Background: an optimization exercise with open tools, aiming at small area and a short achievable clock period. Do not read the settings as production practice. Function was checked by simulation only, so behaviour that the tests miss may differ from the original.

$ cat flow/run.sh
#!/bin/bash
# synth_recipe.tcl (not shown) runs the flow's synth.tcl, then flattens the netlist and writes it again
# the make line also repeats each setting of config.mk as NAME=value (left out here)
make -C /OpenROAD-flow-scripts/flow DESIGN_CONFIG=/design/flow/config.mk WORK_HOME=/design/flow/orfs CLKGATE_MAP_FILE= SYNTH_SCRIPT=/design/flow/synth_recipe.tcl finish
$ cat flow/config.mk
export PLATFORM = sky130hd
export DESIGN_NAME = ks_vandana_fp_div
export DESIGN_NICKNAME = ks_vandana_fp_div
export VERILOG_FILES = /design/flow/design.v
export SDC_FILE = /design/flow/constraint.sdc
export NUM_CORES = 4
export LEC_CHECK = 0
export CAP_MARGIN = 20
export CORE_MARGIN = 2
export CORE_UTILIZATION = 40
export SLEW_MARGIN = 20
$ cat flow/constraint.sdc
create_clock -name core_clock -period 120.0 [get_ports {clk}]
set_input_delay 24.0000 -clock core_clock [delete_from_list [all_inputs] [get_ports {clk}]]
set_output_delay 24.0000 -clock core_clock [all_outputs]
set_load 0.01 [all_outputs]
$ cat flow/design.v
module ks_vandana_fp_div(
	a1,
	b1,
	c,
	clk
);
	input wire [31:0] a1;
	input wire [31:0] b1;
	input wire clk;
	output wire [31:0] c;
	localparam integer K1 = 3;
	localparam integer K2 = 12;
	function [2:0] sel;    
		input [6:0] est;
		input [2:0] di;
		reg signed [6:0] e, m2, m1, m0, mm1;
		reg ge2, ge1, ge0, gem1;
		begin
			e = est;
			case (di)
				3'd0: begin m2 = 7'sd12; m1 = 7'sd4; m0 = -7'sd4; mm1 = -7'sd13; end
				3'd1: begin m2 = 7'sd14; m1 = 7'sd4; m0 = -7'sd6; mm1 = -7'sd15; end
				3'd2: begin m2 = 7'sd15; m1 = 7'sd4; m0 = -7'sd6; mm1 = -7'sd16; end
				3'd3: begin m2 = 7'sd16; m1 = 7'sd4; m0 = -7'sd6; mm1 = -7'sd18; end
				3'd4: begin m2 = 7'sd18; m1 = 7'sd6; m0 = -7'sd8; mm1 = -7'sd20; end
				3'd5: begin m2 = 7'sd20; m1 = 7'sd6; m0 = -7'sd8; mm1 = -7'sd20; end
				3'd6: begin m2 = 7'sd20; m1 = 7'sd8; m0 = -7'sd8; mm1 = -7'sd22; end
				default: begin m2 = 7'sd24; m1 = 7'sd8; m0 = -7'sd8; mm1 = -7'sd24; end
			endcase
			ge2 = e >= m2;
			ge1 = e >= m1;
			ge0 = e >= m0;
			gem1 = e >= mm1;
			sel = {ge1, ge2 | ~gem1, (ge1 & ~ge2) | (gem1 & ~ge0)};
		end
	endfunction
	wire        sc0 = a1[31] ^ b1[31];
	wire [7:0]  e0  = (a1[30:23] - b1[30:23]) + 8'd127;
	wire        q1  = a1[22] | ~b1[22];
	wire [26:0] ys [2:13];
	wire [26:0] yc [2:13];
	wire [23:0] mbv [1:13];
	wire [2:0]  dig [2:13];    
	wire [24:0] vs, vc;        
	assign mbv[1] = {1'b1, b1[22:0]};
	assign ys[2] = {2'b00, 1'b1, a1[22:0], q1};
	assign yc[2] = q1 ? ~{1'b0, 1'b1, b1[22:0], 2'b00} : 27'd0;
	reg        sc1, sc2;
	reg [7:0]  e1, e2;
	reg [22:0] mb1, mb2;
	reg [26:0] ys1, yc1, ys2, yc2;
	reg        q1_1, q1_2;
	reg [3*K1-1:0] dg1;         
	reg [3*K2-1:0] dg2;         
	genvar j;
	generate
		for (j = 2; j <= 13; j = j + 1) begin : step
			wire [26:0] s_in, c_in;
			wire [23:0] mb;
			if (j == K1 + 1) begin : from1
				assign s_in = ys1;
				assign c_in = yc1;
				assign mb = {1'b1, mb1};
			end else if (j == K2 + 1) begin : from2
				assign s_in = ys2;
				assign c_in = yc2;
				assign mb = {1'b1, mb2};
			end else begin : direct
				assign s_in = ys[j];
				assign c_in = yc[j];
				assign mb = mbv[j-1];
			end
			assign mbv[j] = mb;
			wire [6:0] est = s_in[26:20] + c_in[26:20];
			wire [2:0] q = sel(est, mb[22:20]);
			wire qpos = q[2];
			wire two = q[1];
			wire one = q[0];
			wire [24:0] t = ({25{one}} & {1'b0, mb}) | ({25{two}} & {mb, 1'b0});
			wire [24:0] m = t ^ {25{qpos}};
			wire [24:0] so = s_in[24:0] ^ c_in[24:0] ^ m;
			wire [24:0] co = (s_in[24:0] & c_in[24:0]) | (s_in[24:0] & m) | (c_in[24:0] & m);
			wire [24:0] wc = {co[23:0], qpos};
			assign dig[j] = q;
			if (j < 13) begin : nxt
				assign ys[j+1] = {so, 2'b00};
				assign yc[j+1] = {wc, 2'b00};
			end else begin : last
				assign vs = so;
				assign vc = wc;
			end
		end
	endgenerate
	wire [3*12-1:0] dall;
	generate
		for (j = 2; j <= 13; j = j + 1) begin : gath
			assign dall[3*(13-j)+2:3*(13-j)] = dig[j];
		end
	endgenerate
	always @(posedge clk) begin
		sc1 <= sc0;
		e1 <= e0;
		mb1 <= b1[22:0];
		q1_1 <= q1;
		ys1 <= ys[K1+1];
		yc1 <= yc[K1+1];
		dg1 <= dall[35:36-3*(K1-1)];
		sc2 <= sc1;
		e2 <= e1;
		mb2 <= mb1;
		q1_2 <= q1_1;
		ys2 <= ys[K2+1];
		yc2 <= yc[K2+1];
		dg2 <= {dg1, dall[35-3*(K1-1):36-3*(K2-1)]};
	end
	wire [35:0] dq = {dg2, dall[35-3*(K2-1):0]};
	wire [24:0] qp, qn;
	assign qp[24] = q1_2;
	assign qn[24] = 1'b0;
	generate
		for (j = 2; j <= 13; j = j + 1) begin : conv
			wire [2:0] d = dq[3*(13-j)+2:3*(13-j)];
			assign qp[2*(13-j)+1:2*(13-j)] = d[2] ? d[1:0] : 2'b00;
			assign qn[2*(13-j)+1:2*(13-j)] = d[2] ? 2'b00 : d[1:0];
		end
	endgenerate
	wire [24:0] v = vs + vc;
	wire [24:0] f = qp - qn - {24'd0, v[24]};
	wire [22:0] frac = f[23] ? f[22:0] : {f[21:0], 1'b0};
	wire [7:0]  ex = f[23] ? e2 : e2 - 8'd1;
	assign c = {sc2, ex, frac};
endmodule
==> impl_metrics.env <==
export IMPL_status="finished clean"
export IMPL_fin_worst_skew_ns=0.01754
export IMPL_cp_required_ns=120.35
export IMPL_dpl_hpwl_um=55490
export IMPL_setup_slack_ns=80.58
export IMPL_clock_path_buffers=2
export IMPL_async_reset_ff_share_pct=0
export IMPL_max_stage_delay_ns=0.97
export IMPL_most_common_layout_cells="inv_1, ha_1, xnor2_1"
export IMPL_avgRoutedWirePerCell_um=18.42
export IMPL_syn2layout_area_growth_pct=8.900
export IMPL_syn_area_per_cell_sq_um=9.118
export IMPL_grt_ovfl_total=0
export IMPL_synth_main_ff_cell="dfxtp_1"
export IMPL_initial_core_util_pct=40.58
export IMPL_postCtsSetupBuffers=0
export IMPL_ys_seq_area_share_pct=15.05
export IMPL_dieArea_sq_mm=0.06757
export IMPL_hold_viol=0
export IMPL_route_detailed_drc=0
export IMPL_root_buffer="clkbuf_16"
export IMPL_synth_seq_cells=197
export IMPL_finalNetCount=3482
export IMPL_hold_class="flop to flop"
export IMPL_layout_commonest_cell="inv_1"
export IMPL_clkTransAtPathRegs_ns=0.08
export IMPL_setup_viol=0
export IMPL_grt_max_degree=45
export IMPL_whs_ns=0.3278
export IMPL_ys_warn_count=1
export IMPL_setup_tns_ns=0
export IMPL_ys_types=90
export IMPL_grt_usage_pct=20.44
export IMPL_worst_pin_slew_ns=1.085
export IMPL_grt_pass1_wl_um=111700
export IMPL_arrival_ns=39.76
export IMPL_num_io_pins=97
export IMPL_antenna_found_initial=0
export IMPL_cp_num_buf_inv=13
export IMPL_period_share_pct=32.85
export IMPL_critPathTopFamily="compound AO/OA/AOI/OAI gates"
export IMPL_vias=20280
export IMPL_drive_above_1_share_pct=4.755
export IMPL_rsz0062_at_grt="no"
export IMPL_slew_violations=0
export IMPL_wl_um=68440
export IMPL_io_buffers=96
export IMPL_die_h_um=260.0
export IMPL_synthCells=2874
export IMPL_synth_edf_count=0
export IMPL_drt_iter0_drc=1339
export IMPL_criticalPathCategory="flop to flop"
export IMPL_cpMostUsedCell="fa_1"
export IMPL_holdBufCountCts=0
export IMPL_layout_min_cycle_time_ns=39.42
export IMPL_grt_pass1_vias=21120
export IMPL_die_x_um=260.0
export IMPL_htreeDepth=4
export IMPL_ant_nets=0
export IMPL_end_kind="flop"
export IMPL_fmax_mhz=25.37
export IMPL_maxCapViolations=0
export IMPL_post_place_ws_ns=80.56
export IMPL_cts_tree="built"
export IMPL_relSlewSlack_pct=27.57
export IMPL_numCtsBuffers=17
export IMPL_cts_sinks=197
export IMPL_path_max_fanout=44
export IMPL_first_pass_iters=5
export IMPL_vias_per_cell=5.458
export IMPL_place_gp_congestion=0.9029
export IMPL_start_kind="flop"
export IMPL_row_count=93
export IMPL_syn_num_nets=3507
export IMPL_cpMaxStageDelayCell="o21ai_2"
export IMPL_core_sq_mm=0.06458
export IMPL_insertion_delay_ns=0.47
export IMPL_ctsResizeCount=0
export IMPL_stdcell_count=3716
export IMPL_mappedNetlistArea_sq_mm=0.02620
export IMPL_fin_util_pct=44.19
export IMPL_placed_cells=3683
export IMPL_fillers=6266
[layer usage]
| layer | vias to the layer above | GRT usage [%] | wire [um] | part of all wire (%) |
|---|---|---|---|---|
| li1 | 9732 | - | - | - |
| met1 | 10020 | 26.94 | 31110 | 45 |
| met2 | 448 | 35.90 | 33770 | 49 |
| met3 | 79 | 1.871 | 2273 | 3.3 |
| met4 | 0 | 5.029 | 1281 | 1.9 |
| met5 | - | 0 | 0 | 0 |
[registers in the layout, indices dropped and copies added (netlist names)]
| register | flops |
|---|---|
| ys2 | 25 |
| mb2 | 23 |
| sc2 | 1 |
| dg2 | 33 |
| yc2 | 22 |
| e1 | 8 |
| mb1 | 23 |
| e2 | 8 |
| dg1 | 6 |
| ys1 | 25 |
| yc1 | 22 |
| sc1 | 1 |
[cell families (layout without fill, tap and decap cells)]
| logic type | Yosys count | after routing | share of synthesized area (%) |
|---|---|---|---|
| other cells | 0 | 1 | 0 |
| fa+ha+maj | 570 | 570 | 34.34 |
| flops | 197 | 197 | 15.05 |
| xor+xnor | 395 | 395 | 13.31 |
| simple gates | 415 | 415 | 8.022 |
| buf+inv | 555 | 541 | 8.112 |
| mux | 54 | 54 | 2.168 |
| compound gates | 688 | 688 | 19.00 |
[area by class of cell]
class,instances,area (sq um),area share (%)
multi-input combinational,2122,20270,71.04
clock inverter,12,142.6,0.4998
tap,855,1070,3.749
antenna,1,2.502,0.008769
timing repair buffer,129,1232,4.319
clock buffer,18,439.2,1.539
inverter,382,1434,5.025
sequential,197,3944,13.82
[worst paths after layout]
kind / startpoint / endpoint / slack [ns] / cells past startpoint
max: mb1[22] / ys2[22] / 80.58 / 135
min: e1[0] / e2[0] / 0.33 / 0
max reg2reg: mb1[22] / ys2[22] / 80.58 / 135
min reg2reg: e1[0] / e2[0] / 0.33 / 0
[worst register-to-register path, delay by kind of cell (launching register included)]
kind / cells / cell delay (ns)
compound gates: 45 / 13.50
fa+ha+maj: 34 / 13.18
simple gates: 22 / 4.48
xor+xnor: 16 / 4.00
mux: 5 / 2.16
buf+inv: 13 / 1.74
flops: 1 / 0.30
[per-stage QoR]
| stage | instance area, sq um |
|---|---|
| 3_5_place_dp | 27900 |
| 5_1_grt | 28530 |
| 4_1_cts | 28480 |
| 6_report | 28540 |
| 3_3_place_gp | 27890 |
| 2_1_floorplan | 26200 |
[synthesized netlist by cell type (21+ instances only)]
cell      instances  area, sq um
a21o_1           97        728.2
a21oi_1         106        530.5
a22oi_1         239         1794
a32o_1           22        220.2
a32oi_1          21        183.9
clkbuf_1        148        555.5
dfxtp_1         197         3944
fa_1            249         4985
ha_1            319         3991
inv_1           378         1419
mux2i_1          37        370.4
nand2_1         105        394.1
nand2b_1         58        362.9
nand3_1          30        150.1
nor2_1           94        352.8
nor2b_1          25        156.4
nor3_1           35        175.2
o21a_1           21        157.7
o21ai_0          50        250.2
o21bai_1         24        180.2
xnor2_1         272         2382
xor2_1          121         1060

static timing again, ports no longer ideal:
How much do the figures lean on ideal ports? The routed layout below was timed once more, with nothing changed but the port constraints. Step 1 (the two cells are an assumption about what drives the block):
set clk [get_ports {clk}]
set_driving_cell -lib_cell sky130_fd_sc_hd__clkbuf_16 $clk
set_driving_cell -lib_cell sky130_fd_sc_hd__buf_2 [delete_from_list [all_inputs] $clk]
Step 2 moves the port delays by t, midway between the first and last clock arrival at a register: inputs arrive t later, outputs are due t later. That takes back most of the time a late clock gives input paths. a / b / c = no drivers / after step 1 / after step 2; a / b = the first two.
t, ns: 0.516
setup slack, ns: 80.584 / 80.584 / 80.584
clock arrival spread, ns: 0.019 / 0.019
worst slew at a driven data input, ns: 0.06
After both steps this run still meets setup and hold. The setup slack of this run moves by 0.000 ns with the drivers and by 0.000 ns with both steps.
